This design comes from an exercise in tuning for small area and a short achievable clock period on the open sky130 flow, not from production work. Only simulation tests tie the RTL to the original design; equivalence was not proved.

<file path="design/flow/config.mk">
export PLATFORM = sky130hd
export DESIGN_NAME = aes_round_top
export DESIGN_NICKNAME = aes_round_top
export VERILOG_FILES = /design/flow/design.v
export SDC_FILE = /design/flow/constraint.sdc
export NUM_CORES = 4
export LEC_CHECK = 0
export CAP_MARGIN = 20
export CORE_MARGIN = 2
export CORE_UTILIZATION = 50
export PLACE_DENSITY = 0.65
export SETUP_SLACK_MARGIN = 4.2
export SLEW_MARGIN = 20
export SYNTH_HIERARCHICAL = 1
export SYNTH_MINIMUM_KEEP_SIZE = 0
</file>
<file path="design/flow/constraint.sdc">
create_clock -name core_clock -period 7.0 [get_ports {clk}]
set_input_delay 1.4000 -clock core_clock [delete_from_list [all_inputs] [get_ports {clk}]]
set_output_delay 1.4000 -clock core_clock [all_outputs]
set_load 0.01 [all_outputs]
</file>
<file path="design/flow/design.v">
module g_xor2 (input wire a, input wire b, output wire y); assign y = a ^ b; endmodule
module g_xnor2 (input wire a, input wire b, output wire y); assign y = ~(a ^ b); endmodule
module g_nand2 (input wire a, input wire b, output wire y); assign y = ~(a & b); endmodule
module g_nor2 (input wire a, input wire b, output wire y); assign y = ~(a | b); endmodule
module g_nand2b (input wire an, input wire b, output wire y); assign y = ~(~an & b); endmodule
module g_inv (input wire a, output wire y); assign y = ~a; endmodule
module inv_mixcol (
    input  wire [31:0] x,
    output wire [31:0] y
);
    wire w32, w33, w34, w35, w36, w37, w38, w39, w40, w41, w42, w43, w44, w45, w46, w47, w48, w49, w50, w51, w52, w53, w54, w55, w56, w57, w58, w59, w60, w61, w62, w63, w64, w65, w66, w67, w68, w69, w70, w71, w72, w73, w74, w75, w76, w77, w78, w79, w80, w81, w82, w83, w84, w85, w86, w87, w88, w89, w90, w91, w92, w93, w94, w95, w96, w97, w98, w99, w100, w101, w102, w103, w104, w105, w106, w107, w108, w109, w110, w111, w112, w113, w114, w115, w116, w117, w118, w119, w120, w121, w122, w123, w124, w125, w126, w127, w128, w129, w130, w131, w132, w133, w134, w135, w136, w137, w138, w139, w140, w141, w142, w143, w144, w145, w146, w147, w148, w149, w150, w151, w152, w153, w154, w155, w156, w157, w158, w159, w160, w161, w162, w163, w164, w165, w166, w167, w168, w169, w170, w171, w172, w173, w174, w175, w176, w177, w178, w179, w180, w181, w182, w183, w184, w185, w186, w187, w188, w189, w190, w191, w192, w193, w194, w195;
    g_xor2 g0 (.a(x[15]), .b(x[31]), .y(w32));
    g_xor2 g1 (.a(x[7]), .b(x[23]), .y(w33));
    g_xor2 g2 (.a(w32), .b(w33), .y(w34));
    g_xor2 g3 (.a(x[18]), .b(w34), .y(w35));
    g_xor2 g4 (.a(x[9]), .b(x[25]), .y(w36));
    g_xor2 g5 (.a(x[11]), .b(x[27]), .y(w37));
    g_xor2 g6 (.a(x[1]), .b(x[17]), .y(w38));
    g_xor2 g7 (.a(x[6]), .b(x[22]), .y(w39));
    g_xor2 g8 (.a(x[12]), .b(x[28]), .y(w40));
    g_xor2 g9 (.a(x[10]), .b(x[26]), .y(w41));
    g_xor2 g10 (.a(x[14]), .b(x[30]), .y(w42));
    g_xor2 g11 (.a(x[4]), .b(x[20]), .y(w43));
    g_xor2 g12 (.a(x[3]), .b(x[19]), .y(w44));
    g_xor2 g13 (.a(x[5]), .b(x[21]), .y(w45));
    g_xor2 g14 (.a(x[0]), .b(x[24]), .y(w46));
    g_xor2 g15 (.a(x[13]), .b(x[29]), .y(w47));
    g_xor2 g16 (.a(x[8]), .b(x[16]), .y(w48));
    g_xor2 g17 (.a(x[2]), .b(w41), .y(w49));
    g_xor2 g18 (.a(w34), .b(w44), .y(w50));
    g_xor2 g19 (.a(w35), .b(w36), .y(w51));
    g_xor2 g20 (.a(x[24]), .b(x[25]), .y(w52));
    g_xor2 g21 (.a(w37), .b(w50), .y(w53));
    g_xor2 g22 (.a(x[8]), .b(x[9]), .y(w54));
    g_xor2 g23 (.a(w37), .b(w38), .y(w55));
    g_xor2 g24 (.a(w45), .b(w47), .y(w56));
    g_xor2 g25 (.a(w39), .b(w42), .y(w57));
    g_xor2 g26 (.a(w40), .b(w43), .y(w58));
    g_xor2 g27 (.a(x[20]), .b(w46), .y(w59));
    g_xor2 g28 (.a(x[4]), .b(w48), .y(w60));
    g_xor2 g29 (.a(w35), .b(w55), .y(w61));
    g_xor2 g30 (.a(x[2]), .b(x[10]), .y(w62));
    g_xor2 g31 (.a(x[1]), .b(x[16]), .y(w63));
    g_xor2 g32 (.a(x[2]), .b(x[26]), .y(w64));
    g_xor2 g33 (.a(x[0]), .b(x[17]), .y(w65));
    g_xor2 g34 (.a(x[2]), .b(x[18]), .y(w66));
    g_xor2 g35 (.a(w42), .b(w43), .y(w67));
    g_xor2 g36 (.a(x[28]), .b(w54), .y(w68));
    g_xor2 g37 (.a(x[31]), .b(w48), .y(w69));
    g_xor2 g38 (.a(w40), .b(w66), .y(w70));
    g_xor2 g39 (.a(w33), .b(w36), .y(w71));
    g_xor2 g40 (.a(w41), .b(w43), .y(w72));
    g_xor2 g41 (.a(x[12]), .b(w52), .y(w73));
    g_xor2 g42 (.a(w44), .b(w47), .y(w74));
    g_xor2 g43 (.a(w33), .b(w47), .y(w75));
    g_xor2 g44 (.a(w38), .b(w54), .y(w76));
    g_xor2 g45 (.a(x[15]), .b(w46), .y(w77));
    g_xor2 g46 (.a(w39), .b(w40), .y(w78));
    g_xor2 g47 (.a(w32), .b(w45), .y(w79));
    g_xor2 g48 (.a(w38), .b(w52), .y(w80));
    g_xor2 g49 (.a(w46), .b(w57), .y(w81));
    g_xor2 g50 (.a(w49), .b(w59), .y(w82));
    g_xor2 g51 (.a(w56), .b(w77), .y(w83));
    g_xor2 g52 (.a(w56), .b(w69), .y(w84));
    g_xor2 g53 (.a(w49), .b(w60), .y(w85));
    g_xor2 g54 (.a(x[22]), .b(w58), .y(w86));
    g_xor2 g55 (.a(x[6]), .b(w58), .y(w87));
    g_xor2 g56 (.a(x[0]), .b(x[3]), .y(w88));
    g_xor2 g57 (.a(w48), .b(w57), .y(w89));
    g_xor2 g58 (.a(x[23]), .b(x[30]), .y(w90));
    g_xor2 g59 (.a(x[13]), .b(x[30]), .y(w91));
    g_xor2 g60 (.a(x[17]), .b(x[19]), .y(w92));
    g_xor2 g61 (.a(x[11]), .b(x[24]), .y(w93));
    g_xor2 g62 (.a(x[1]), .b(x[27]), .y(w94));
    g_xor2 g63 (.a(x[16]), .b(x[19]), .y(w95));
    g_xor2 g64 (.a(x[5]), .b(x[22]), .y(w96));
    g_xor2 g65 (.a(x[3]), .b(x[10]), .y(w97));
    g_xor2 g66 (.a(x[6]), .b(x[21]), .y(w98));
    g_xor2 g67 (.a(x[21]), .b(x[28]), .y(w99));
    g_xor2 g68 (.a(x[0]), .b(x[23]), .y(w100));
    g_xor2 g69 (.a(x[0]), .b(x[1]), .y(w101));
    g_xor2 g70 (.a(x[14]), .b(x[31]), .y(w102));
    g_xor2 g71 (.a(x[7]), .b(x[14]), .y(w103));
    g_xor2 g72 (.a(x[0]), .b(x[19]), .y(w104));
    g_xor2 g73 (.a(x[8]), .b(x[27]), .y(w105));
    g_xor2 g74 (.a(x[8]), .b(x[23]), .y(w106));
    g_xor2 g75 (.a(x[5]), .b(x[12]), .y(w107));
    g_xor2 g76 (.a(x[14]), .b(x[29]), .y(w108));
    g_xor2 g77 (.a(x[16]), .b(x[17]), .y(w109));
    g_xor2 g78 (.a(x[7]), .b(x[16]), .y(w110));
    g_xor2 g79 (.a(x[11]), .b(w92), .y(w111));
    g_xor2 g80 (.a(x[7]), .b(x[24]), .y(w112));
    g_xor2 g81 (.a(x[15]), .b(x[30]), .y(w113));
    g_xor2 g82 (.a(x[26]), .b(w44), .y(w114));
    g_xor2 g83 (.a(w62), .b(w101), .y(w115));
    g_xor2 g84 (.a(x[29]), .b(w96), .y(w116));
    g_xor2 g85 (.a(w63), .b(w107), .y(w117));
    g_xor2 g86 (.a(x[13]), .b(w98), .y(w118));
    g_xor2 g87 (.a(x[11]), .b(w88), .y(w119));
    g_xor2 g88 (.a(w62), .b(w105), .y(w120));
    g_xor2 g89 (.a(x[3]), .b(w94), .y(w121));
    g_xor2 g90 (.a(x[13]), .b(w45), .y(w122));
    g_xor2 g91 (.a(x[27]), .b(w95), .y(w123));
    g_xor2 g92 (.a(w64), .b(w109), .y(w124));
    g_xor2 g93 (.a(x[16]), .b(w97), .y(w125));
    g_xor2 g94 (.a(w65), .b(w99), .y(w126));
    g_xor2 g95 (.a(x[29]), .b(w45), .y(w127));
    g_xor2 g96 (.a(x[5]), .b(w91), .y(w128));
    g_xor2 g97 (.a(x[21]), .b(w108), .y(w129));
    g_xor2 g98 (.a(w39), .b(w106), .y(w130));
    g_xor2 g99 (.a(w64), .b(w104), .y(w131));
    g_xor2 g100 (.a(w42), .b(w100), .y(w132));
    g_xor2 g101 (.a(w39), .b(w112), .y(w133));
    g_xor2 g102 (.a(w42), .b(w110), .y(w134));
    g_xor2 g103 (.a(w59), .b(w70), .y(w135));
    g_xor2 g104 (.a(w49), .b(w80), .y(w136));
    g_xor2 g105 (.a(w72), .b(w123), .y(w137));
    g_xor2 g106 (.a(w60), .b(w70), .y(w138));
    g_xor2 g107 (.a(w68), .b(w72), .y(w139));
    g_xor2 g108 (.a(w74), .b(w117), .y(w140));
    g_xor2 g109 (.a(w67), .b(w118), .y(w141));
    g_xor2 g110 (.a(w79), .b(w103), .y(w142));
    g_xor2 g111 (.a(w63), .b(w71), .y(w143));
    g_xor2 g112 (.a(w34), .b(w55), .y(w144));
    g_xor2 g113 (.a(w75), .b(w113), .y(w145));
    g_xor2 g114 (.a(w67), .b(w116), .y(w146));
    g_xor2 g115 (.a(w78), .b(w129), .y(w147));
    g_xor2 g116 (.a(w32), .b(w76), .y(w148));
    g_xor2 g117 (.a(w68), .b(w122), .y(w149));
    g_xor2 g118 (.a(w32), .b(w80), .y(w150));
    g_xor2 g119 (.a(w75), .b(w102), .y(w151));
    g_xor2 g120 (.a(w93), .b(w114), .y(w152));
    g_xor2 g121 (.a(w74), .b(w126), .y(w153));
    g_xor2 g122 (.a(w41), .b(w76), .y(w154));
    g_xor2 g123 (.a(w36), .b(w120), .y(w155));
    g_xor2 g124 (.a(w79), .b(w90), .y(w156));
    g_xor2 g125 (.a(w65), .b(w71), .y(w157));
    g_xor2 g126 (.a(w78), .b(w128), .y(w158));
    g_xor2 g127 (.a(w73), .b(w127), .y(w159));
    g_xor2 g128 (.a(w82), .b(w149), .y(w160));
    g_xor2 g129 (.a(w34), .b(w136), .y(w161));
    g_xor2 g130 (.a(w82), .b(w140), .y(w162));
    g_xor2 g131 (.a(w119), .b(w139), .y(w163));
    g_xor2 g132 (.a(w86), .b(w145), .y(w164));
    g_xor2 g133 (.a(w87), .b(w151), .y(w165));
    g_xor2 g134 (.a(w84), .b(w132), .y(w166));
    g_xor2 g135 (.a(w111), .b(w138), .y(w167));
    g_xor2 g136 (.a(w85), .b(w159), .y(w168));
    g_xor2 g137 (.a(w73), .b(w137), .y(w169));
    g_xor2 g138 (.a(w89), .b(w157), .y(w170));
    g_xor2 g139 (.a(w87), .b(w156), .y(w171));
    g_xor2 g140 (.a(w81), .b(w148), .y(w172));
    g_xor2 g141 (.a(w81), .b(w143), .y(w173));
    g_xor2 g142 (.a(w83), .b(w134), .y(w174));
    g_xor2 g143 (.a(w131), .b(w144), .y(w175));
    g_xor2 g144 (.a(w83), .b(w130), .y(w176));
    g_xor2 g145 (.a(w85), .b(w153), .y(w177));
    g_xor2 g146 (.a(w50), .b(w155), .y(w178));
    g_xor2 g147 (.a(w121), .b(w135), .y(w179));
    g_xor2 g148 (.a(w86), .b(w142), .y(w180));
    g_xor2 g149 (.a(w35), .b(w154), .y(w181));
    g_xor2 g150 (.a(w84), .b(w133), .y(w182));
    g_xor2 g151 (.a(w89), .b(w150), .y(w183));
    g_xor2 g152 (.a(w51), .b(w124), .y(w184));
    g_xor2 g153 (.a(w53), .b(w141), .y(w185));
    g_xor2 g154 (.a(w51), .b(w152), .y(w186));
    g_xor2 g155 (.a(w61), .b(w160), .y(w187));
    g_xor2 g156 (.a(w53), .b(w147), .y(w188));
    g_xor2 g157 (.a(w61), .b(w125), .y(w189));
    g_xor2 g158 (.a(w51), .b(w177), .y(w190));
    g_xor2 g159 (.a(w51), .b(w162), .y(w191));
    g_xor2 g160 (.a(w53), .b(w158), .y(w192));
    g_xor2 g161 (.a(w61), .b(w168), .y(w193));
    g_xor2 g162 (.a(w53), .b(w146), .y(w194));
    g_xor2 g163 (.a(w51), .b(w115), .y(w195));
    assign y[0] = w181;
    assign y[1] = w175;
    assign y[2] = w179;
    assign y[3] = w190;
    assign y[4] = w194;
    assign y[5] = w171;
    assign y[6] = w182;
    assign y[7] = w170;
    assign y[8] = w184;
    assign y[9] = w178;
    assign y[10] = w163;
    assign y[11] = w193;
    assign y[12] = w192;
    assign y[13] = w165;
    assign y[14] = w174;
    assign y[15] = w183;
    assign y[16] = w161;
    assign y[17] = w189;
    assign y[18] = w167;
    assign y[19] = w191;
    assign y[20] = w185;
    assign y[21] = w180;
    assign y[22] = w176;
    assign y[23] = w173;
    assign y[24] = w195;
    assign y[25] = w186;
    assign y[26] = w169;
    assign y[27] = w187;
    assign y[28] = w188;
    assign y[29] = w164;
    assign y[30] = w166;
    assign y[31] = w172;
endmodule
module sb_a (
    input  wire [7:0] y,
    output wire [7:0] x,
    output wire [3:0] ti
);
    wire w8, w9, w10, w11, w12, w13, w14, w15, w16, w17, w18, w19, w20, w21, w22, w23, w24, w25, w26, w27, w28, w29, w30, w31, w32, w33, w42, w43, w44, w45, w46, w47, w48, w49, w50, w51, w52, w53, w54, w55, w56, w57, w58, w59, w60, w61, w62, w63, w64, w65, w66, w67, w68, w69, w70, w71, w72, w73, w74, w75, w76, w77, w78, w79, w80, w81;
    g_xnor2 g0 (.a(y[0]), .b(y[6]), .y(w8));
    g_xor2 g1 (.a(y[3]), .b(y[7]), .y(w9));
    g_xor2 g2 (.a(y[5]), .b(y[7]), .y(w10));
    g_xnor2 g3 (.a(y[2]), .b(y[4]), .y(w11));
    g_xor2 g4 (.a(y[2]), .b(y[6]), .y(w12));
    g_xnor2 g5 (.a(y[1]), .b(w8), .y(w13));
    g_xnor2 g6 (.a(y[2]), .b(w8), .y(w14));
    g_xor2 g7 (.a(y[3]), .b(y[5]), .y(w15));
    g_xor2 g8 (.a(y[0]), .b(y[4]), .y(w16));
    g_xor2 g9 (.a(y[6]), .b(w9), .y(w17));
    g_xnor2 g10 (.a(w10), .b(w11), .y(w18));
    g_xnor2 g11 (.a(y[2]), .b(y[7]), .y(w19));
    g_xor2 g12 (.a(y[1]), .b(y[4]), .y(w20));
    g_xor2 g13 (.a(y[2]), .b(y[3]), .y(w21));
    g_xnor2 g14 (.a(y[6]), .b(y[7]), .y(w22));
    g_xor2 g15 (.a(w9), .b(w12), .y(w23));
    g_xor2 g16 (.a(w9), .b(w16), .y(w24));
    g_xnor2 g17 (.a(y[0]), .b(w9), .y(w25));
    g_xor2 g18 (.a(w15), .b(w16), .y(w26));
    g_xnor2 g19 (.a(w9), .b(w14), .y(w27));
    g_xor2 g20 (.a(w17), .b(w20), .y(w28));
    g_xor2 g21 (.a(w14), .b(w15), .y(w29));
    g_xor2 g22 (.a(y[1]), .b(w23), .y(w30));
    g_xor2 g23 (.a(y[5]), .b(w13), .y(w31));
    g_xor2 g24 (.a(y[7]), .b(w14), .y(w32));
    g_xor2 g25 (.a(w13), .b(w18), .y(w33));
    g_nand2 g26 (.a(w12), .b(w26), .y(w42));
    g_nand2 g27 (.a(w25), .b(w24), .y(w43));
    g_nand2 g28 (.a(w27), .b(w10), .y(w44));
    g_nand2 g29 (.a(w22), .b(w30), .y(w45));
    g_nand2 g30 (.a(w17), .b(w28), .y(w46));
    g_nor2 g31 (.a(y[3]), .b(w11), .y(w47));
    g_nand2 g32 (.a(w19), .b(w33), .y(w48));
    g_nand2 g33 (.a(w8), .b(w13), .y(w49));
    g_nand2 g34 (.a(w32), .b(w18), .y(w50));
    g_xor2 g35 (.a(w44), .b(w48), .y(w51));
    g_xnor2 g36 (.a(w47), .b(w48), .y(w52));
    g_xor2 g37 (.a(w43), .b(w50), .y(w53));
    g_xor2 g38 (.a(w51), .b(w53), .y(w54));
    g_xor2 g39 (.a(w21), .b(w54), .y(w55));
    g_xor2 g40 (.a(w46), .b(w50), .y(w56));
    g_xnor2 g41 (.a(y[4]), .b(w52), .y(w57));
    g_xor2 g42 (.a(w56), .b(w57), .y(w58));
    g_xor2 g43 (.a(w45), .b(w49), .y(w59));
    g_xnor2 g44 (.a(w29), .b(w59), .y(w60));
    g_xor2 g45 (.a(w52), .b(w60), .y(w61));
    g_xor2 g46 (.a(w42), .b(w49), .y(w62));
    g_xor2 g47 (.a(w31), .b(w62), .y(w63));
    g_xor2 g48 (.a(w51), .b(w63), .y(w64));
    g_xnor2 g49 (.a(w55), .b(w64), .y(w65));
    g_nand2 g50 (.a(w55), .b(w58), .y(w66));
    g_xor2 g51 (.a(w61), .b(w66), .y(w67));
    g_xnor2 g52 (.a(w58), .b(w61), .y(w68));
    g_xor2 g53 (.a(w64), .b(w66), .y(w69));
    g_nor2 g54 (.a(w69), .b(w68), .y(w70));
    g_nor2 g55 (.a(w67), .b(w65), .y(w71));
    g_nand2 g56 (.a(w58), .b(w64), .y(w72));
    g_nor2 g57 (.a(w68), .b(w72), .y(w73));
    g_xor2 g58 (.a(w68), .b(w66), .y(w74));
    g_nand2 g59 (.a(w61), .b(w55), .y(w75));
    g_nor2 g60 (.a(w65), .b(w75), .y(w76));
    g_xor2 g61 (.a(w65), .b(w66), .y(w77));
    g_xor2 g62 (.a(w61), .b(w70), .y(w78));
    g_xor2 g63 (.a(w73), .b(w74), .y(w79));
    g_xor2 g64 (.a(w64), .b(w71), .y(w80));
    g_xor2 g65 (.a(w76), .b(w77), .y(w81));
    assign x[0] = w28;
    assign x[1] = w30;
    assign x[2] = w24;
    assign x[3] = w26;
    assign x[4] = w17;
    assign x[5] = w22;
    assign x[6] = w25;
    assign x[7] = w12;
    assign ti[0] = w81;
    assign ti[1] = w80;
    assign ti[2] = w79;
    assign ti[3] = w78;
endmodule
module sb_b (
    input  wire [7:0] x,
    input  wire [3:0] ti,
    output wire [7:0] s
);
    wire w12, w13, w14, w15, w16, w17, w18, w19, w20, w21, w22, w23, w24, w25, w26, w27, w28, w29, w30, w31, w32, w33, w34, w35, w36, w37, w38, w39, w40, w41, w42, w43, w44, w45, w46, w47, w48, w49, w50, w51, w52, w53, w54, w55, w56, w57, w58, w59, w60, w61, w62, w63, w64, w65, w66, w67, w68, w69, w70, w71, w72, w73, w74, w75, w76, w77, w78;
    g_xor2 g0 (.a(x[7]), .b(x[5]), .y(w12));
    g_xor2 g1 (.a(x[6]), .b(x[4]), .y(w13));
    g_xor2 g2 (.a(x[7]), .b(x[6]), .y(w14));
    g_xor2 g3 (.a(x[5]), .b(x[4]), .y(w15));
    g_xor2 g4 (.a(w12), .b(w13), .y(w16));
    g_xor2 g5 (.a(x[3]), .b(x[1]), .y(w17));
    g_xor2 g6 (.a(x[2]), .b(x[0]), .y(w18));
    g_xor2 g7 (.a(x[3]), .b(x[2]), .y(w19));
    g_xor2 g8 (.a(x[1]), .b(x[0]), .y(w20));
    g_xor2 g9 (.a(w17), .b(w18), .y(w21));
    g_xor2 g10 (.a(ti[3]), .b(ti[1]), .y(w22));
    g_xor2 g11 (.a(ti[2]), .b(ti[0]), .y(w23));
    g_xor2 g12 (.a(ti[3]), .b(ti[2]), .y(w24));
    g_xor2 g13 (.a(ti[1]), .b(ti[0]), .y(w25));
    g_xor2 g14 (.a(w22), .b(w23), .y(w26));
    g_nand2 g15 (.a(ti[3]), .b(x[3]), .y(w27));
    g_nand2 g16 (.a(ti[2]), .b(x[2]), .y(w28));
    g_nand2 g17 (.a(w24), .b(w19), .y(w29));
    g_nand2 g18 (.a(ti[1]), .b(x[1]), .y(w30));
    g_nand2 g19 (.a(ti[0]), .b(x[0]), .y(w31));
    g_nand2 g20 (.a(w25), .b(w20), .y(w32));
    g_nand2 g21 (.a(w22), .b(w17), .y(w33));
    g_nand2 g22 (.a(w23), .b(w18), .y(w34));
    g_nand2 g23 (.a(w26), .b(w21), .y(w35));
    g_nand2 g24 (.a(ti[3]), .b(x[7]), .y(w36));
    g_nand2 g25 (.a(ti[2]), .b(x[6]), .y(w37));
    g_nand2 g26 (.a(w24), .b(w14), .y(w38));
    g_nand2 g27 (.a(ti[1]), .b(x[5]), .y(w39));
    g_nand2 g28 (.a(ti[0]), .b(x[4]), .y(w40));
    g_nand2 g29 (.a(w25), .b(w15), .y(w41));
    g_nand2 g30 (.a(w22), .b(w12), .y(w42));
    g_nand2 g31 (.a(w23), .b(w13), .y(w43));
    g_nand2 g32 (.a(w26), .b(w16), .y(w44));
    g_xor2 g33 (.a(w27), .b(w43), .y(w45));
    g_xor2 g34 (.a(w37), .b(w44), .y(w46));
    g_xor2 g35 (.a(w28), .b(w30), .y(w47));
    g_xnor2 g36 (.a(w36), .b(w46), .y(w48));
    g_xor2 g37 (.a(w29), .b(w34), .y(w49));
    g_xor2 g38 (.a(w32), .b(w35), .y(w50));
    g_xor2 g39 (.a(w40), .b(w44), .y(w51));
    g_xor2 g40 (.a(w39), .b(w41), .y(w52));
    g_xor2 g41 (.a(w45), .b(w52), .y(w53));
    g_xor2 g42 (.a(w33), .b(w42), .y(w54));
    g_xnor2 g43 (.a(w31), .b(w47), .y(w55));
    g_xor2 g44 (.a(w45), .b(w48), .y(w56));
    g_xor2 g45 (.a(w28), .b(w29), .y(w57));
    g_xor2 g46 (.a(w39), .b(w43), .y(w58));
    g_xor2 g47 (.a(w31), .b(w41), .y(w59));
    g_xor2 g48 (.a(w35), .b(w43), .y(w60));
    g_xor2 g49 (.a(w29), .b(w32), .y(w61));
    g_xor2 g50 (.a(w50), .b(w54), .y(w62));
    g_xor2 g51 (.a(w49), .b(w50), .y(w63));
    g_xnor2 g52 (.a(w33), .b(w60), .y(w64));
    g_xnor2 g53 (.a(w30), .b(w61), .y(w65));
    g_xor2 g54 (.a(w51), .b(w58), .y(w66));
    g_xnor2 g55 (.a(w38), .b(w46), .y(w67));
    g_xor2 g56 (.a(w49), .b(w54), .y(w68));
    g_xor2 g57 (.a(w51), .b(w59), .y(w69));
    g_xor2 g58 (.a(w48), .b(w64), .y(w70));
    g_xor2 g59 (.a(w53), .b(w55), .y(w71));
    g_xor2 g60 (.a(w53), .b(w68), .y(w72));
    g_xor2 g61 (.a(w62), .b(w69), .y(w73));
    g_xor2 g62 (.a(w47), .b(w63), .y(w74));
    g_xor2 g63 (.a(w57), .b(w70), .y(w75));
    g_xor2 g64 (.a(w67), .b(w71), .y(w76));
    g_xor2 g65 (.a(w56), .b(w65), .y(w77));
    g_xor2 g66 (.a(w55), .b(w56), .y(w78));
    assign s[0] = w75;
    assign s[1] = w73;
    assign s[2] = w77;
    assign s[3] = w74;
    assign s[4] = w76;
    assign s[5] = w78;
    assign s[6] = w72;
    assign s[7] = w66;
endmodule
module aes_round_top (
    input  wire         clk,
    input  wire         rst,
    input  wire         in_valid,
    input  wire [127:0] state_in,
    input  wire [127:0] round_key,
    output wire         out_valid,
    output wire [127:0] state_out
);
    reg [2:0] vld;
    always @(posedge clk) begin
        if (rst) vld <= 3'd0;
        else     vld <= {vld[1:0], in_valid};
    end
    assign out_valid = vld[2];
    wire [127:0] ark = state_in ^ round_key;
    wire [127:0] ark_q = ark;
    wire [127:0] mc;
    genvar c, i;
    generate
        for (c = 0; c < 4; c = c + 1) begin : g_col
            inv_mixcol u_mc (.x(ark_q[127 - 32*c -: 32]), .y(mc[127 - 32*c -: 32]));
        end
    endgenerate
    reg  [127:0] mc_q;
    always @(posedge clk) mc_q <= mc;
    wire [127:0] x0;
    wire [63:0] ti0;
    reg  [63:0] ti0_q;
    always @(posedge clk) ti0_q <= ti0;
    reg  [127:0] x0_q;
    always @(posedge clk) x0_q <= x0;
    wire [127:0] sb;
    generate
        for (i = 0; i < 16; i = i + 1) begin : g_sb
            sb_a u_sb_a (.y(mc_q[127 - 8*i -: 8]), .x(x0[8*i +: 8]), .ti(ti0[4*i +: 4]));
            sb_b u_sb_b (.x(x0_q[8*i +: 8]), .ti(ti0_q[4*i +: 4]), .s(sb[127 - 8*(4*(((i / 4) + (i % 4)) % 4) + (i % 4)) -: 8]));
        end
    endgenerate
    reg  [127:0] sb_q;
    always @(posedge clk) sb_q <= sb;
    assign state_out = sb_q;
endmodule
</file>
<file path="design/flow/flow/run.sh">
#!/bin/bash
set -euo pipefail
export BUFFER_PORTS_ARGS="-buffer_cell sky130_fd_sc_hd__buf_1"
bash standard.sh > standard_flow.log 2>&1
</file>
<file path="design/flow/standard.sh">
#!/bin/bash
# synth_recipe.tcl (not shown) runs the flow's synth.tcl, then flattens the netlist and writes it again
# the make line also repeats each setting of config.mk as NAME=value (left out here)
make -C /OpenROAD-flow-scripts/flow DESIGN_CONFIG=/design/flow/config.mk WORK_HOME=/design/flow/orfs CLKGATE_MAP_FILE= SYNTH_SCRIPT=/design/flow/synth_recipe.tcl "${@:-finish}"
</file>
==> results of run 1 <==
[placed cells by master, fill, tap and decap left out, types with 6 or more instances in the layout]
cell type  synthesis  final
buf_4            448     57
bufinv_16          0      6
clkbuf_1           0     10
xnor2_4            0     11
nand2_2            0     12
xnor2_2            0     60
dfxtp_2            0     79
nor2_1            80     80
xor2_2             0    184
clkbuf_16          0     55
buf_1              0    387
nand2_1          464    452
xor2_4             0     62
xnor2_1          304    233
clkbuf_8           0      8
dfxtp_4            0     10
xor2_1          2064   1818
dfxtp_1          451    362
[how the worst min path moves through the flow]
stage                 from     end  slack (ps)
floorplan           vld[0]  vld[1]         410
global placement    vld[0]  vld[1]         420
detailed placement  vld[0]  vld[1]         430
CTS                 vld[0]  vld[1]         440
global route        vld[0]  vld[1]         470
finish              vld[0]  vld[1]         440
[through the flow]
step	cells	instance area, µm²
after CTS	4788	38100
final	4843	40060
after floorplan	3814	36590
after detailed placement	4693	35850
after global routing	4843	40060
after global placement	4693	35850
[per-module statistics from Yosys (local to each module, per instance)]
module,cells,flops+latches,cell area [µm²]
aes_round_top,582,451,10170
inv_mixcol,32,0,240.2
sb_a,12,0,90.09
sb_b,8,0,60.06
g_xnor2,1,0,8.758
g_xor2,1,0,8.758
g_nand2,1,0,3.754
g_nor2,1,0,3.754
[critical path: cells and delay by family]
family	cells	cell delay (ps)
buffers and inverters	1	210
XOR/XNOR	6	1610
[layout make-up]
type	count	share of cell area
clock inverter	20	0.007059
sequential	451	0.2288
multi-input combinational	2915	0.6498
clock buffer	73	0.03804
tap	940	0.02936
timing repair buffer	444	0.04694
[sequential cells by signal, summed over array words and instances (netlist names)]
name   cells
ti0_q     64
mc_q     128
vld        3
sb_q     128
x0_q     128
[routing by layer]
metal  vias up  part of all wire  GRT usage
li1      11047                 -          -
met3        81             0.031    0.02440
met2       309              0.49     0.2963
met5         -                 0          0
met1      9712              0.46     0.2354
met4         0             0.018    0.04123
[timing repair]
action | CTS | global route
gates resized for setup | 62 | 263
setup endpoints to repair | 83 | 114
hold endpoints to repair | 0 | 0
setup buffers | 2 | 55
pin swaps | 5 | 61
[cells by family (layout without fill, tap and decap cells)]
group,count (synthesis),count (layout),share of synthesized area
XOR/XNOR,2368,2368,0.5893
AND/OR/NAND/NOR,547,547,0.05856
flip-flops,451,451,0.2566
buffers and inverters,448,537,0.09557
==> out/qor.yml, run 1 <==
synthesis:
  synth.most_common_cell: "xor2_1"
  synth_warnings: 7
  synth_top_cell_by_area: "xor2_1"
  syn_nets: 4073
  netlist.area_leader.share: 0.5137
  syn_inst: 3814
  syn_area_mm2: 0.03519
  synthTopCellsByArea: "xor2_1 51%, dfxtp_1 26%, buf_4 9.6%"
  synth_seq_area_share: 0.2566
  async_reset_ff_frac: 0
  avgSynthCellArea_um2: 9.227
  ys_ff_latch: 451
  ys_top_cells_by_count: "2064 x xor2_1, 464 x nand2_1, 451 x dfxtp_1"
  synth_edf_count: 0
  ys_types: 7
  synth_ff_type: "dfxtp_1"
setup_path:
  crit_slowest_cell: "xor2_4"
  regToRegSetupSlack_ps: 4270
  cp_data_arrival_time_ps: 3250
  startpoint: "round_key[103]"
  reg2regPathDepth: 11
  critPathMostFrequentCell: "xor2_4"
  cp.required_ps: 7500
  r2r-start: "mc_q[79]"
  critPathLaunchType: "input port"
  cp-end-kind: "flip-flop"
  critical_path_class: "in -> reg"
  worstReg2RegEnd: "ti0_q[27]"
  max_stage_delay_ps: 290
  crit_end: "mc_q[115]"
  worstPathCellList: "buf_1 -> xor2_4 -> xor2_4 -> xor2_4 -> xor2_4 -> xor2_4 -> xor2_1"
  crit_fanout: 5
clocking:
  clockRootBuffer: "clkbuf_16"
  numClockSinks: 451
  numCtsBuffers: 53
  clockBufferDepth: 3
  clkTransAtPathRegs_ps: 60
  clk_latency_ps: 590
  htreeDepth: 2
  cts_hold_buf: 0
  cts_tree: "yes"
finish:
  area_growth_pct: 13.83
  num-fill-cells: 6191
  register_area_mm2: 0.009165
  antenna_cells: 0
  layout-drive-gt1-share: 0.1430
  fin_util: 0.5731
  multi_input_area_mm2: 0.02603
  final_nets: 4124
hold_path:
  min_path_cells: 1
  hold_class: "reg -> reg"
timing:
  worstMarginPinSlew_ps: 797.8
  final_hold_viol_count: 0
  slew_viol_final: 0
  setup_ws_ps: 4256
  fmax_ghz: 0.3644
  finalCritPeriodShare: 0.3920
  worst_hold_slack_ps: 441.0
  max_slew_margin: 0.4663
  finalClockSkew_ps: 20.33
  finalSetupTns_ps: 0
  setup_viol: 0
  rsz0062_at_grt: "true"
  period_needed_ps: 2744
global_routing:
  grtUsageTotal: 0.1749
  grt_start_max_net_pins: 15
  grt_pass1_vias: 21129
  grt_pass1_wl_um: 105100
  overflow: 0
  antenna_found_initial: 4
placement:
  pre_cts_slack_ps: 3520
  portBuffers: 387
  hpwl_um: 53870
  gp_congestion: 0.8732
run_status:
  status: "timing/DRC/antenna clean"
die:
  rows: 97
  die_h_um: 269.3
  core-area_mm2: 0.06991
  die_area_mm2: 0.07252
  io_pins: 388
  initial_core_util: 0.5034
  die_w_um: 269.3
routing:
  vias: 21149
  routed_wl_um: 66540
  drc: 0
  drt_pass1_iterations: 4
  routed_via_density: 4.367
  drtIter0Drc: 539
  ant_nets: 0
  wire_per_inst_um: 13.74
flow_run:
  cap_viol_max_count: 0
==> run 2: changes to the inputs <==
--- a/design/flow/config.mk
+++ b/design/flow/config.mk
@@ -11,3 +11,3 @@
 export PLACE_DENSITY = 0.65
-export SETUP_SLACK_MARGIN = 4.2
+export SETUP_SLACK_MARGIN = 4.35
 export SLEW_MARGIN = 20
==> run 2 against run 1 <==
Net effect:
- still clean
- design area rose by 8.9%
- core utilization rose by 5.1 points
- non-clock buffer count rose by 165
==> out/qor.yml, run 2 <==
global_routing:
  grt_pass1_vias: 22151  # +4.8%
  grt_pass1_wl_um: 108400  # +3.2%
  grt_start_max_net_pins: 14  # -1
  antenna_found_initial: 3  # -1
  overflow: 0  # unchanged
  grtUsageTotal: 0.1804  # +0.005434
synthesis:
  synthSimpleGateAreaFrac: 0.05856  # unchanged
  synth_edf_count: 0  # unchanged
  synth_xor_area_frac: 0.5893  # unchanged
  synthTopCellsByArea: "xor2_1 51%, dfxtp_1 26%, buf_4 9.6%"
  ys_ff_latch: 451  # unchanged
  syn_area_mm2: 0.03519  # unchanged
  async_reset_ff_frac: 0  # unchanged
  netlist.area_leader.share: 0.5137  # unchanged
  syn_inst: 3814  # unchanged
  yosys.area_share.adder: 0  # unchanged
  synth_ff_type: "dfxtp_1"
  ys_types: 7  # unchanged
  synth_top_family_by_area: "XOR/XNOR gates"
  synth-compound-area-share: 0  # unchanged
  synth_top_cell_by_area: "xor2_1"
  synthMuxAreaShare: 0  # unchanged
  avgSynthCellArea_um2: 9.227  # unchanged
  synth.most_common_cell: "xor2_1"
  ys_top_cells_by_count: "2064 x xor2_1, 464 x nand2_1, 451 x dfxtp_1"
  synth_seq_area_share: 0.2566  # unchanged
  synth_warnings: 7  # unchanged
  syn_nets: 4073  # unchanged
setup_path:
  cp_num_buf_inv: 1  # unchanged
  cp.required_ps: 7480  # -20 ps
  critPathLaunchType: "input port"
  max_stage_delay_ps: 350  # +60 ps
  critical_path_class: "in -> reg"
  crit_fanout: 4  # -1
  cp-end-kind: "flip-flop"
  cp_data_arrival_time_ps: 3130  # -120 ps
  crit_slowest_cell: "xor2_4"
  critPathMostFrequentCell: "xor2_1"
  path_delay_family: "XOR/XNOR gates"
  worstPathCellList: "buf_1 -> xor2_4 -> xor2_2 -> xor2_1 -> xor2_1 -> xor2_1"
clocking:
  clk_latency_ps: 600  # about the same
  clockRootBuffer: "clkbuf_16"
  clkTransAtPathRegs_ps: 60  # about the same
  cts_hold_buf: 0  # unchanged
  htreeDepth: 2  # unchanged
  numCtsBuffers: 51  # -3.8%
  clockBufferDepth: 3  # unchanged
  cts_tree: "yes"
  numClockSinks: 451  # unchanged
routing:
  drc: 0  # unchanged
  drt_pass1_iterations: 5  # +1
  highest_layer: "met4"
  ant_nets: 0  # unchanged
  met3_length_um: 2353  # +15%
  drtIter0Drc: 560  # +3.9%
  met1_length_um: 29690  # -3.9%
  routed-wl-met2_um: 35870  # +11%
  routed_via_density: 4.368  # about the same
  vias: 21885  # +3.5%
  wire_per_inst_um: 13.85  # +0.77%
  routed_wl_um: 69370  # +4.2%
timing:
  final_hold_viol_count: 0  # unchanged
  rsz0062_at_grt: "true"
  period_needed_ps: 2648  # -95.64 ps
  setup_viol: 0  # unchanged
  fmax_ghz: 0.3776  # +3.6%
  finalClockSkew_ps: 24.32  # +3.989 ps
  max_slew_margin: 0.5420  # +0.07569
  finalCritPeriodShare: 0.3783  # -0.01366
  slew_viol_final: 0  # unchanged
  worstMarginPinSlew_ps: 684.7  # -113.2 ps
  finalSetupTns_ps: 0  # unchanged
finish:
  final_cell_count_no_fill: 5010  # +3.4%
  layout-drive-gt1-share: 0.2232  # +0.08018
  area_growth_pct: 23.97
  final_nets: 4287  # +4.0%
  num-fill-cells: 5830  # -5.8%
  reg.largest.list: "mc_q: 128 flops, sb_q: 128 flops, x0_q: 128 flops"
  layout_common_cells: "1737 x xor2_1, 429 x nand2_1, 361 x buf_1"
  fin_util: 0.6241  # +0.05103
  mostFrequentLayoutCell: "xor2_1"
die:
  core-area_mm2: 0.06991  # unchanged
  die_h_um: 269.3  # unchanged
  io_pins: 388  # unchanged
  rows: 97  # unchanged
  initial_core_util: 0.5034  # unchanged
  die_w_um: 269.3  # unchanged
  die_area_mm2: 0.07252  # unchanged
placement:
  dpl.cell_count: 4693  # unchanged
  hpwl_um: 54360  # +0.90%
  gp_congestion: 0.8619  # -1.3%
  portBuffers: 387  # unchanged
run_status:
  status: "timing/DRC/antenna clean"
flow_run:
  cap_viol_max_count: 0  # unchanged
hold_path:
  hold_class: "reg -> reg"
==> run 2: Yosys stat by module (local to each module, per instance) <==
module / cell area, µm² / times used / flops+latches
g_nor2: 3.754 / 80 / 0
sb_b: 60.06 / 16 / 0
aes_round_top: 10170 / 1 / 451
sb_a: 90.09 / 16 / 0
g_xnor2: 8.758 / 304 / 0
g_xor2: 8.758 / 1936 / 0
inv_mixcol: 240.2 / 4 / 0
g_nand2: 3.754 / 464 / 0
==> run 2: worst paths after layout <==
check                     start   endpoint  slack (ps)  cells after the start
setup reg to reg      ti0_q[30]  sb_q[101]        4370                      7
hold reg to reg          vld[1]     vld[2]         450                      1
setup / recovery  round_key[38]   mc_q[39]        4350                      6
hold / removal           vld[1]     vld[2]         450                      1
==> run 2: per-stage QoR <==
stage          cell area, µm²  setup slack [ps]  hold slack [ps]
6_report                43630              4352            446.6
5_1_grt                 43630              4173            470.4
4_1_cts                 40550              4302            453.3
3_5_place_dp            37250              3475            443.3
3_3_place_gp            37250              3587            426.2
2_1_floorplan           37990              3859            413.8
==> run 2: cell families (layout without fill, tap and decap cells) <==
| family | count (synthesis) | in the layout |
|---|---|---|
| simple gates | 547 | 547 |
| xor+xnor | 2368 | 2368 |
| buf+inv | 448 | 703 |
| flops | 451 | 451 |
| other cells | 0 | 1 |
==> run 2: area by class of cell <==
class	count	area, µm²	area share
Multi-Input combinational cell	2915	28160	0.6456
Tap cell	940	1176	0.02696
Clock buffer	73	1490	0.03416
Clock inverter	21	296.5	0.006797
Sequential cell	451	9258	0.2122
Antenna cell	1	2.502	0.00005736
Timing Repair Buffer	609	3241	0.07428
==> run 2: routing by layer <==
metal	vias up	track usage
li1	11330	-
met1	10140	0.2229
met2	317	0.3271
met3	98	0.02698
met4	0	0.04518
met5	-	0
==> run 2: repair_timing <==
action | CTS | global route
resized for setup | 187 | 318
buffers inserted | 56 | 166
pin swaps | 48 | 220
endpoints found under the setup margin | 112 | 119
==> run 3: changes to the inputs <==
--- a/design/flow/config.mk
+++ b/design/flow/config.mk
@@ -11,3 +11,3 @@
 export PLACE_DENSITY = 0.65
-export SETUP_SLACK_MARGIN = 4.35
+export SETUP_SLACK_MARGIN = 4.05
 export SLEW_MARGIN = 20
==> run 3 against run 2 <==
Net effect:
- synthesized cell count stayed put
- clock skew decreased by 9.1 ps
- critical path depth grew 1
- global-route usage fell by 0.69 points
==> out/qor.yml, run 3 <==
global_routing:
  grtUsageTotal: 0.1734  # -0.006933
  antenna_found_initial: 0  # -3
  grt_pass1_vias: 21463  # -3.1%
  grt_pass1_wl_um: 105800  # -2.5%
  top_usage_layer: "met2"
  grtUsageMet1: 0.2293  # +0.006458
  grt_start_max_net_pins: 15  # +1
  overflow: 0  # unchanged
  grt_util_met3: 0.02369  # -0.003295
  grtUsageMet2: 0.3004  # -0.02672
finish:
  layout_common_cells: "1939 x xor2_1, 463 x nand2_1, 407 x dfxtp_1"
  mostFrequentLayoutCell: "xor2_1"
  final_cell_count_no_fill: 4795  # -4.3%
  antenna_cells: 0  # -1
  area_growth_pct: 8.266
  final_nets: 4072  # -5.0%
  fin_util: 0.5450  # -0.07905
  reg.largest.list: "mc_q: 128 flops, sb_q: 128 flops, x0_q: 128 flops"
  layout-drive-gt1-share: 0.08197  # -0.1412
synthesis:
  syn_inst: 3814  # unchanged
  netlist.area_leader.share: 0.5137  # unchanged
  synth_warnings: 7  # unchanged
  syn_area_mm2: 0.03519  # unchanged
  syn_nets: 4073  # unchanged
  async_reset_ff_frac: 0  # unchanged
  avgSynthCellArea_um2: 9.227  # unchanged
  synth_seq_area_share: 0.2566  # unchanged
  synth_edf_count: 0  # unchanged
  ys_ff_latch: 451  # unchanged
  ys_types: 7  # unchanged
  ys_top_cells_by_count: "2064 x xor2_1, 464 x nand2_1, 451 x dfxtp_1"
  synth_ff_type: "dfxtp_1"
  synth.most_common_cell: "xor2_1"
  synthTopCellsByArea: "xor2_1 51%, dfxtp_1 26%, buf_4 9.6%"
  synth_top_cell_by_area: "xor2_1"
clocking:
  htreeDepth: 2  # unchanged
  numClockSinks: 451  # unchanged
  clk_latency_ps: 580  # -20 ps
  cts_tree: "yes"
  clockRootBuffer: "clkbuf_16"
  clockBufferDepth: 3  # unchanged
  numCtsBuffers: 51  # unchanged
  clkTransAtPathRegs_ps: 60  # about the same
setup_path:
  startpoint: "state_in[71]"
  cp.required_ps: 7500  # +20 ps
  regToRegSetupSlack_ps: 4230  # -140 ps
  reg2regPathDepth: 10  # +3
  cp-end-kind: "flip-flop"
  critical_path_class: "in -> reg"
  r2r-start: "mc_q[115]"
  cp_data_arrival_time_ps: 3360  # +230 ps
  crit_end: "mc_q[84]"
  worstReg2RegEnd: "ti0_q[6]"
  crit_fanout: 4  # unchanged
  critPathLaunchType: "input port"
timing:
  slew_viol_final: 0  # unchanged
  finalCritPeriodShare: 0.4086  # +0.03028
  worst_hold_slack_ps: 439.6  # -7.021 ps
  rsz0062_at_grt: "true"
  finalClockSkew_ps: 15.27  # -9.056 ps
  fmax_ghz: 0.3496  # -7.4%
  worstMarginPinSlew_ps: 740.4  # +55.69 ps
  setup_viol: 0  # unchanged
  final_hold_viol_count: 0  # unchanged
  max_slew_margin: 0.5048  # -0.03725
  finalSetupTns_ps: 0  # unchanged
  period_needed_ps: 2860  # +212.0 ps
die:
  io_pins: 388  # unchanged
  die_w_um: 269.3  # unchanged
  core-area_mm2: 0.06991  # unchanged
  die_area_mm2: 0.07252  # unchanged
  die_h_um: 269.3  # unchanged
  initial_core_util: 0.5034  # unchanged
  rows: 97  # unchanged
run_status:
  status: "timing/DRC/antenna clean"
routing:
  wire_per_inst_um: 13.46  # -2.8%
  ant_nets: 0  # unchanged
  drt_pass1_iterations: 5  # unchanged
  drc: 0  # unchanged
  routed_wl_um: 64540  # -7.0%
  vias: 20870  # -4.6%
  drtIter0Drc: 675  # +21%
  routed_via_density: 4.352  # -0.36%
placement:
  portBuffers: 387  # unchanged
  hpwl_um: 52700  # -3.1%
  gp_congestion: 0.9123  # +5.8%
  dpl.cell_count: 4693  # unchanged
flow_run:
  cap_viol_max_count: 0  # unchanged
hold_path:
  hold_class: "reg -> reg"
  min_from: "vld[0]"
==> run 3: cell counts after synthesis <==
No cell type changed its count.
==> run 3: cell type report <==
class / instances / area, µm²
tap: 940 / 1176
fill: 6405 / 31810
multi-input combinational: 2915 / 24560
sequential: 451 / 9084
clock buffer: 68 / 1443
clock inverter: 27 / 337.8
timing repair buffer: 394 / 1505
==> run 3: timing repair <==
item,4_1_cts,5_1_grt
resized for setup,7,141
pin swaps,0,13
endpoints found under the setup margin,8,91
setup buffers,0,7
hold buffers,0,0
hold endpoints to repair,0,0
==> run 3: worst min-delay path by stage <==
stage / to / slack, ps / cells after the start
floorplan: vld[1] / 410 / 1
global placement: vld[2] / 430 / 1
detailed placement: vld[1] / 440 / 1
CTS: vld[1] / 450 / 1
global route: vld[1] / 450 / 1
finish: vld[1] / 440 / 1
==> run 3: critical path, stage by stage <==
cell and delay, ps:
buf_1 190, xor2_4 280, xor2_2 290, xor2_2 380
xor2_1 340, xor2_2 310, xor2_1 180
==> run 3: cells by family after synthesis <==
| kind of cell | share of synthesized area |
|---|---|
| AND/OR/NAND/NOR | 0.05856 |
| XOR/XNOR | 0.5893 |
| flip-flops | 0.2566 |
| buffers and inverters | 0.09557 |
==> run 3: modules after synthesis (local to each module, per instance) <==
| module | area (µm²) | times used | flip-flops and latches | cells inside |
|---|---|---|---|---|
| g_nor2 | 3.754 | 80 | 0 | 1 |
| aes_round_top | 10170 | 1 | 451 | 582 |
| inv_mixcol | 240.2 | 4 | 0 | 32 |
| sb_b | 60.06 | 16 | 0 | 8 |
| g_nand2 | 3.754 | 464 | 0 | 1 |
| g_xnor2 | 8.758 | 304 | 0 | 1 |
| sb_a | 90.09 | 16 | 0 | 12 |
| g_xor2 | 8.758 | 1936 | 0 | 1 |
==> run 3: metal layers <==
metal | wire length (µm) | part of all wire | vias up
met2 | 31060 | 0.48 | 289
met5 | 0 | 0 | -
li1 | - | - | 11033
met4 | 1121 | 0.017 | 0
met3 | 2034 | 0.032 | 79
met1 | 30320 | 0.47 | 9469
==> run 3: metrics by stage <==
stage / cell area, µm² / setup slack [ps]
2_1_floorplan: 36110 / 3859
4_1_cts: 37210 / 4051
6_report: 38100 / 4140
5_1_grt: 38100 / 4006
3_5_place_dp: 35370 / 3503
3_3_place_gp: 35370 / 3558
==> run 4: changes to the inputs <==
--- a/design/flow/config.mk
+++ b/design/flow/config.mk
@@ -9,5 +9,6 @@
 export CORE_MARGIN = 2
-export CORE_UTILIZATION = 50
-export PLACE_DENSITY = 0.65
-export SETUP_SLACK_MARGIN = 4.05
+export CORE_UTILIZATION = 60
+export CTS_BUF_LIST = sky130_fd_sc_hd__clkbuf_4 sky130_fd_sc_hd__clkbuf_8
+export PLACE_DENSITY = 0.75
+export SETUP_SLACK_MARGIN = 4.2
 export SLEW_MARGIN = 20
==> run 4 against run 3 <==
Net effect:
- highest routed layer unchanged
- critical path depth is the same
- clock skew grew 5.7 ps
- first-iteration DRC count shrank 17%
- via count grew 2.4%
- critical endpoint is now mc_q[19]
==> out/qor.yml, run 4 <==
timing:
  finalClockSkew_ps: 20.94  # +5.678 ps
  finalCritPeriodShare: 0.3968  # -0.01182
  slew_viol_final: 0  # unchanged
  finalSetupTns_ps: 0  # unchanged
  fmax_ghz: 0.3600  # +3.0%
  period_needed_ps: 2777  # -82.77 ps
  rsz0062_at_grt: "true"
  final_hold_viol_count: 0  # unchanged
  max_slew_margin: 0.3646  # -0.1402
  worstMarginPinSlew_ps: 949.9  # +209.5 ps
  setup_ws_ps: 4223  # +82.77 ps
  setup_viol: 0  # unchanged
routing:
  wire_per_inst_um: 13.90  # +3.3%
  routed_via_density: 4.557  # +4.7%
  ant_nets: 0  # unchanged
  drtIter0Drc: 557  # -17%
  routed_wl_um: 65240  # +1.1%
  drc: 0  # unchanged
  vias: 21380  # +2.4%
  drt_pass1_iterations: 4  # -1
setup_path:
  crit_slowest_cell: "xor2_1"
  cp_data_arrival_time_ps: 3330  # -30 ps
  critPathMostFrequentCell: "xor2_1"
  cp.required_ps: 7560  # +60 ps
  crit_fanout: 4  # unchanged
  max_stage_delay_ps: 540  # +160 ps
  path_delay_family: "XOR/XNOR gates"
  cp-end-kind: "flip-flop"
  critPathLaunchType: "input port"
  worstPathCellList: "buf_1 -> xor2_1 -> xor2_1 -> xor2_1 -> xor2_1 -> xor2_1 -> xor2_1"
  cp_num_buf_inv: 1  # unchanged
  critical_path_class: "in -> reg"
clocking:
  cts_hold_buf: 0  # unchanged
  numCtsBuffers: 77  # +51%
  numClockSinks: 451  # unchanged
  clockRootBuffer: "clkbuf_8"
  cts_tree: "yes"
  clk_latency_ps: 640  # +60 ps
  clockBufferDepth: 3  # unchanged
  clkTransAtPathRegs_ps: 60  # about the same
  htreeDepth: 3  # +1
die:
  die_w_um: 246.2  # -8.6%
  rows: 88  # -9.3%
  die_h_um: 246.2  # -8.6%
  initial_core_util: 0.6088  # +0.1054
  core-area_mm2: 0.05781  # -17%
  die_area_mm2: 0.06061  # -16%
  io_pins: 388  # unchanged
synthesis:
  ys_top_cells_by_count: "2064 x xor2_1, 464 x nand2_1, 451 x dfxtp_1"
  ys_ff_latch: 451  # unchanged
  synth_top_cell_by_area: "xor2_1"
  avgSynthCellArea_um2: 9.227  # unchanged
  synth.most_common_cell: "xor2_1"
  syn_nets: 4073  # unchanged
  async_reset_ff_frac: 0  # unchanged
  synth_edf_count: 0  # unchanged
  synthTopCellsByArea: "xor2_1 51%, dfxtp_1 26%, buf_4 9.6%"
  netlist.area_leader.share: 0.5137  # unchanged
  syn_area_mm2: 0.03519  # unchanged
  ys_types: 7  # unchanged
  synth_ff_type: "dfxtp_1"
  synth_seq_area_share: 0.2566  # unchanged
  syn_inst: 3814  # unchanged
  synth_warnings: 7  # unchanged
placement:
  gp_congestion: 0.8941  # -2.0%
  hpwl_um: 52600  # -0.19%
  pre_cts_slack_ps: 3510  # +6.930 ps
  portBuffers: 387  # unchanged
global_routing:
  grt_start_max_net_pins: 11  # -4
  grt_pass1_vias: 21344  # -0.55%
  grtUsageTotal: 0.2042  # +0.03078
  overflow: 0  # unchanged
  antenna_found_initial: 4  # +4
  grt_pass1_wl_um: 101000  # -4.5%
finish:
  layout_common_cells: "1839 x xor2_1, 451 x nand2_1, 387 x buf_1"
  mostFrequentLayoutCell: "xor2_1"
  reg.largest.list: "mc_q: 128 flops, sb_q: 128 flops, x0_q: 128 flops"
  layout-drive-gt1-share: 0.1422  # +0.06019
  area_growth_pct: 11.53
  multi_input_area_mm2: 0.02572  # +4.7%
  final_nets: 4124  # +1.3%
  register_area_mm2: 0.009148  # +0.70%
  num-fill-cells: 4603  # -28%
run_status:
  status: "timing/DRC/antenna clean"
hold_path:
  hold_class: "reg -> reg"
flow_run:
  cap_viol_max_count: 0  # unchanged
-- run 4: timing repair --
item                                    in CTS  in global routing
resized for setup                           33                245
buffers inserted                            10                 23
hold endpoints to repair                     0                  0
endpoints found under the setup margin      54                103
pin swaps                                    5                 50
-- run 4: per-stage QoR --
| stage | utilization | area (µm²) | instances | hold WS [ps] |
|---|---|---|---|---|
| final | 0.6790 | 39250 | 4692 | 430.3 |
| after global placement | 0.6165 | 35640 | 4518 | 422.6 |
| after global routing | 0.6790 | 39250 | 4692 | 445.2 |
| after CTS | 0.6514 | 37650 | 4667 | 439.1 |
| after floorplan | - | 36590 | 3814 | 413.8 |
| after detailed placement | 0.6165 | 35640 | 4518 | 436.6 |
-- run 4: routing by layer --
layer | vias to the layer above | global-route usage | part of all wire
met4 | 0 | 0.07914 | 0.029
li1 | 11058 | - | -
met5 | - | 0 | 0
met3 | 111 | 0.02832 | 0.034
met1 | 9841 | 0.2570 | 0.44
met2 | 370 | 0.3524 | 0.50
-- run 4: final cells by class --
class / count / area share
multi-input cells: 2915 / 0.6552
clock inverters: 23 / 0.005993
repair buffers: 420 / 0.04332
clock buffers: 116 / 0.03797
well taps: 765 / 0.02439
diodes: 2 / 0.0001275
flip-flops and latches: 451 / 0.2330
-- run 4: path summary, 6_finish.rpt --
check | from | end | slack, ps | cells past startpoint
worst max-delay path | state_in[3] | mc_q[19] | 4220 | 7
worst min-delay path | vld[1] | vld[2] | 430 | 1
worst max register to register | mc_q[32] | ti0_q[45] | 4230 | 11
worst min register to register | vld[1] | vld[2] | 430 | 1
-- run 4: cells by family (layout without fill, tap and decap cells) --
family,count (synthesis),after routing,share of synthesized area
simple gates,547,547,0.05856
other cells,0,2,0
xor+xnor,2368,2368,0.5893
flops,451,451,0.2566
buf+inv,448,559,0.09557
-- run 4: per-module statistics from Yosys, one instance, submodules excluded --
module | flops+latches | area (µm²) | copies in the design
g_xor2 | 0 | 8.758 | 1936
inv_mixcol | 0 | 240.2 | 4
sb_b | 0 | 60.06 | 16
g_nand2 | 0 | 3.754 | 464
aes_round_top | 451 | 10170 | 1
g_nor2 | 0 | 3.754 | 80
g_xnor2 | 0 | 8.758 | 304
sb_a | 0 | 90.09 | 16
==> run 5: changes to the inputs <==
--- a/design/flow/config.mk
+++ b/design/flow/config.mk
@@ -10,3 +10,2 @@
 export CORE_UTILIZATION = 60
-export CTS_BUF_LIST = sky130_fd_sc_hd__clkbuf_4 sky130_fd_sc_hd__clkbuf_8
 export PLACE_DENSITY = 0.75
==> run 5 against run 4 <==
Net effect:
- core utilization grew 0.53 points
- largest cell class unchanged
- synthesized cell count unchanged
- global-route usage grew 0.19 points
- worst setup slack lost 28 ps
- maximum frequency shrank 0.99%
- sequential share of layout area down 0.19 points
- first-iteration DRC count rose by 14%
- critical path type unchanged
==> out/qor.yml, run 5 <==
run_status:
  status: "timing/DRC/antenna clean"
clocking:
  clockBufferDepth: 3  # unchanged
  clockRootBuffer: "clkbuf_16"
  numCtsBuffers: 49  # -36%
  clk_latency_ps: 580  # -60 ps
  numClockSinks: 451  # unchanged
  htreeDepth: 2  # -1
  clkTransAtPathRegs_ps: 60  # about the same
  cts_tree: "yes"
  cts_hold_buf: 0  # unchanged
setup_path:
  r2r-start: "mc_q[83]"
  regToRegSetupSlack_ps: 4290  # +60 ps
  worstPathCellList: "buf_1 -> xor2_4 -> xor2_4 -> xor2_4 -> xor2_1 -> xor2_2 -> xor2_1"
  critPathLaunchType: "input port"
  cp.required_ps: 7500  # -60 ps
  cp_data_arrival_time_ps: 3300  # -30 ps
  crit_fanout: 4  # unchanged
  worstReg2RegEnd: "ti0_q[22]"
  max_stage_delay_ps: 340  # -200 ps
  crit_slowest_cell: "xor2_1"
  reg2regPathDepth: 10  # -1
  critical_path_class: "in -> reg"
  critPathMostFrequentCell: "xor2_4"
  cp-end-kind: "flip-flop"
timing:
  rsz0062_at_grt: "true"
  finalCritPeriodShare: 0.4007  # +0.003963
  setup_viol: 0  # unchanged
  fmax_ghz: 0.3565  # -0.99%
  max_slew_margin: 0.4368  # +0.07222
  final_hold_viol_count: 0  # unchanged
  period_needed_ps: 2805  # +27.74 ps
  finalClockSkew_ps: 12.11  # -8.832 ps
  finalSetupTns_ps: 0  # unchanged
  worstMarginPinSlew_ps: 841.9  # -108.0 ps
  slew_viol_final: 0  # unchanged
finish:
  layout-drive-gt1-share: 0.1373  # -0.004861
  layout_common_cells: "1835 x xor2_1, 452 x nand2_1, 387 x buf_1"
  mostFrequentLayoutCell: "xor2_1"
  register_area_mm2: 0.009144  # about the same
  multi_input_area_mm2: 0.02578  # +0.27%
  reg.largest.list: "mc_q: 128 flops, sb_q: 128 flops, x0_q: 128 flops"
  final_nets: 4132  # +0.19%
  num-fill-cells: 4523  # -1.7%
  fin_area_mm2: 0.03956  # +0.78%
  area_growth_pct: 12.40
placement:
  hpwl_um: 52600  # unchanged
  postPlaceCellArea_mm2: 0.03564  # unchanged
  gp_congestion: 0.8941  # unchanged
  portBuffers: 387  # unchanged
synthesis:
  syn_inst: 3814  # unchanged
  synth_seq_area_share: 0.2566  # unchanged
  synth.most_common_cell: "xor2_1"
  synth_top_cell_by_area: "xor2_1"
  syn_area_mm2: 0.03519  # unchanged
  synth_edf_count: 0  # unchanged
  syn_nets: 4073  # unchanged
  async_reset_ff_frac: 0  # unchanged
  synthTopCellsByArea: "xor2_1 51%, dfxtp_1 26%, buf_4 9.6%"
  avgSynthCellArea_um2: 9.227  # unchanged
  synth_ff_type: "dfxtp_1"
  ys_ff_latch: 451  # unchanged
  netlist.area_leader.share: 0.5137  # unchanged
  ys_types: 7  # unchanged
  synth_warnings: 7  # unchanged
  ys_top_cells_by_count: "2064 x xor2_1, 464 x nand2_1, 451 x dfxtp_1"
global_routing:
  grt_pass1_wl_um: 102400  # +1.3%
  overflow: 0  # unchanged
  grtUsageTotal: 0.2061  # +0.001867
  antenna_found_initial: 3  # -1
  grt_pass1_vias: 21336  # -0.037%
  grt_start_max_net_pins: 15  # +4
die:
  rows: 88  # unchanged
  die_area_mm2: 0.06061  # unchanged
  io_pins: 388  # unchanged
  die_w_um: 246.2  # unchanged
  die_h_um: 246.2  # unchanged
  core-area_mm2: 0.05781  # unchanged
  initial_core_util: 0.6088  # unchanged
routing:
  routed_wl_um: 66590  # +2.1%
  met3_length_um: 2217  # -0.31%
  wire_per_inst_um: 14.24  # +2.4%
  drt_pass1_iterations: 5  # +1
  highest_layer: "met4"
  routed_via_density: 4.589  # +0.72%
  ant_nets: 0  # unchanged
  drtIter0Drc: 636  # +14%
  met1_length_um: 29000  # +1.1%
  routed-wl-met2_um: 33660  # +3.7%
  drc: 0  # unchanged
  vias: 21465  # +0.40%
flow_run:
  cap_viol_max_count: 0  # unchanged
hold_path:
  min_from: "vld[1]"
  holdPathEnd: "vld[2]"
  min_path_cells: 1  # unchanged
  hold_class: "reg -> reg"
run 5: how the worst max path moves through the flow:
stage | startpoint | endpoint
final | round_key[111] | mc_q[116]
after global routing | mc_q[124] | ti0_q[1]
after CTS | round_key[87] | mc_q[67]
after detailed placement | round_key[55] | mc_q[51]
after global placement | round_key[48] | mc_q[35]
after floorplan | state_in[103] | mc_q[104]
run 5: layout make-up:
type,instances,area share
tap,765,0.02420
multi-input combinational,2915,0.6518
sequential,451,0.2312
timing repair buffer,456,0.05013
antenna,1,0.00006326
clock inverter,25,0.007085
clock buffer,64,0.03552
run 5: modules after synthesis, one instance, submodules excluded:
module | copies in the design | flip-flops and latches | cell area [µm²]
g_nor2 | 80 | 0 | 3.754
inv_mixcol | 4 | 0 | 240.2
sb_a | 16 | 0 | 90.09
aes_round_top | 1 | 451 | 10170
g_xnor2 | 304 | 0 | 8.758
g_xor2 | 1936 | 0 | 8.758
sb_b | 16 | 0 | 60.06
g_nand2 | 464 | 0 | 3.754
run 5: cell families after synthesis:
family	synth area share
buffers and inverters	0.09557
flip-flops	0.2566
XOR/XNOR	0.5893
AND/OR/NAND/NOR	0.05856
run 5: metal layers:
metal	GRT usage	vias up
met3	0.02734	100
met1	0.2608	9955
li1	-	11068
met4	0.06168	0
met2	0.3632	342
met5	0	-
run 5: stage by stage:
step,hold WS [ps],std cells,setup slack [ps],util
final,441.2,4677,4195,0.6843
after detailed placement,436.6,4518,3510,0.6165
after floorplan,413.8,3814,3859,-
after global placement,422.6,4518,3578,0.6165
after global routing,456.5,4676,4070,0.6843
after CTS,449.4,4619,4165,0.6539
run 5: critical path, delay by kind of cell:
family                 cells  cell delay, ps
buffers and inverters      1             210
XOR/XNOR                   6            1690
run 5: timing repair:
item,4_1_cts,5_1_grt
buffers inserted,12,57
pin swaps,4,55
setup endpoints to repair,76,108
resized for setup,52,229

afterwards: timing with drivers on the ports:
How much do the figures lean on ideal ports? The routed layouts below were timed once more, with nothing changed but the port constraints. Step 1 sets driving cells, clkbuf_16 on the clock port and buf_2 on the other inputs (assumed; they add their load-dependent delay and slew). Step 2 moves the port delays by t, midway between the first and last clock arrival at a register: inputs arrive t later, outputs are due t later. That takes back most of the time a late clock gives input paths. a / b / c = ideal / step 1 / step 2; a / b = the first two.
run	t (ns)	setup WS [ns]	hold WS [ns]	worst data-port slew with drivers (ns)
run 1	0.645	4.256 / 4.273 / 3.650	0.441 / 0.441 / 0.441	0.04
run 2	0.640	4.352 / 4.370 / 3.736	0.447 / 0.447 / 0.447	0.05
run 3	0.641	4.140 / 4.179 / 3.538	0.440 / 0.440 / 0.440	0.08
run 4	0.690	4.223 / 4.228 / 3.568	0.430 / 0.430 / 0.430	0.11
run 5	0.637	4.195 / 4.225 / 3.588	0.441 / 0.441 / 0.441	0.11
After both steps every run listed still meets setup and hold. For run 4, which loses most, drivers alone change the setup slack by +0.005 ns; drivers and shift together by -0.655 ns.
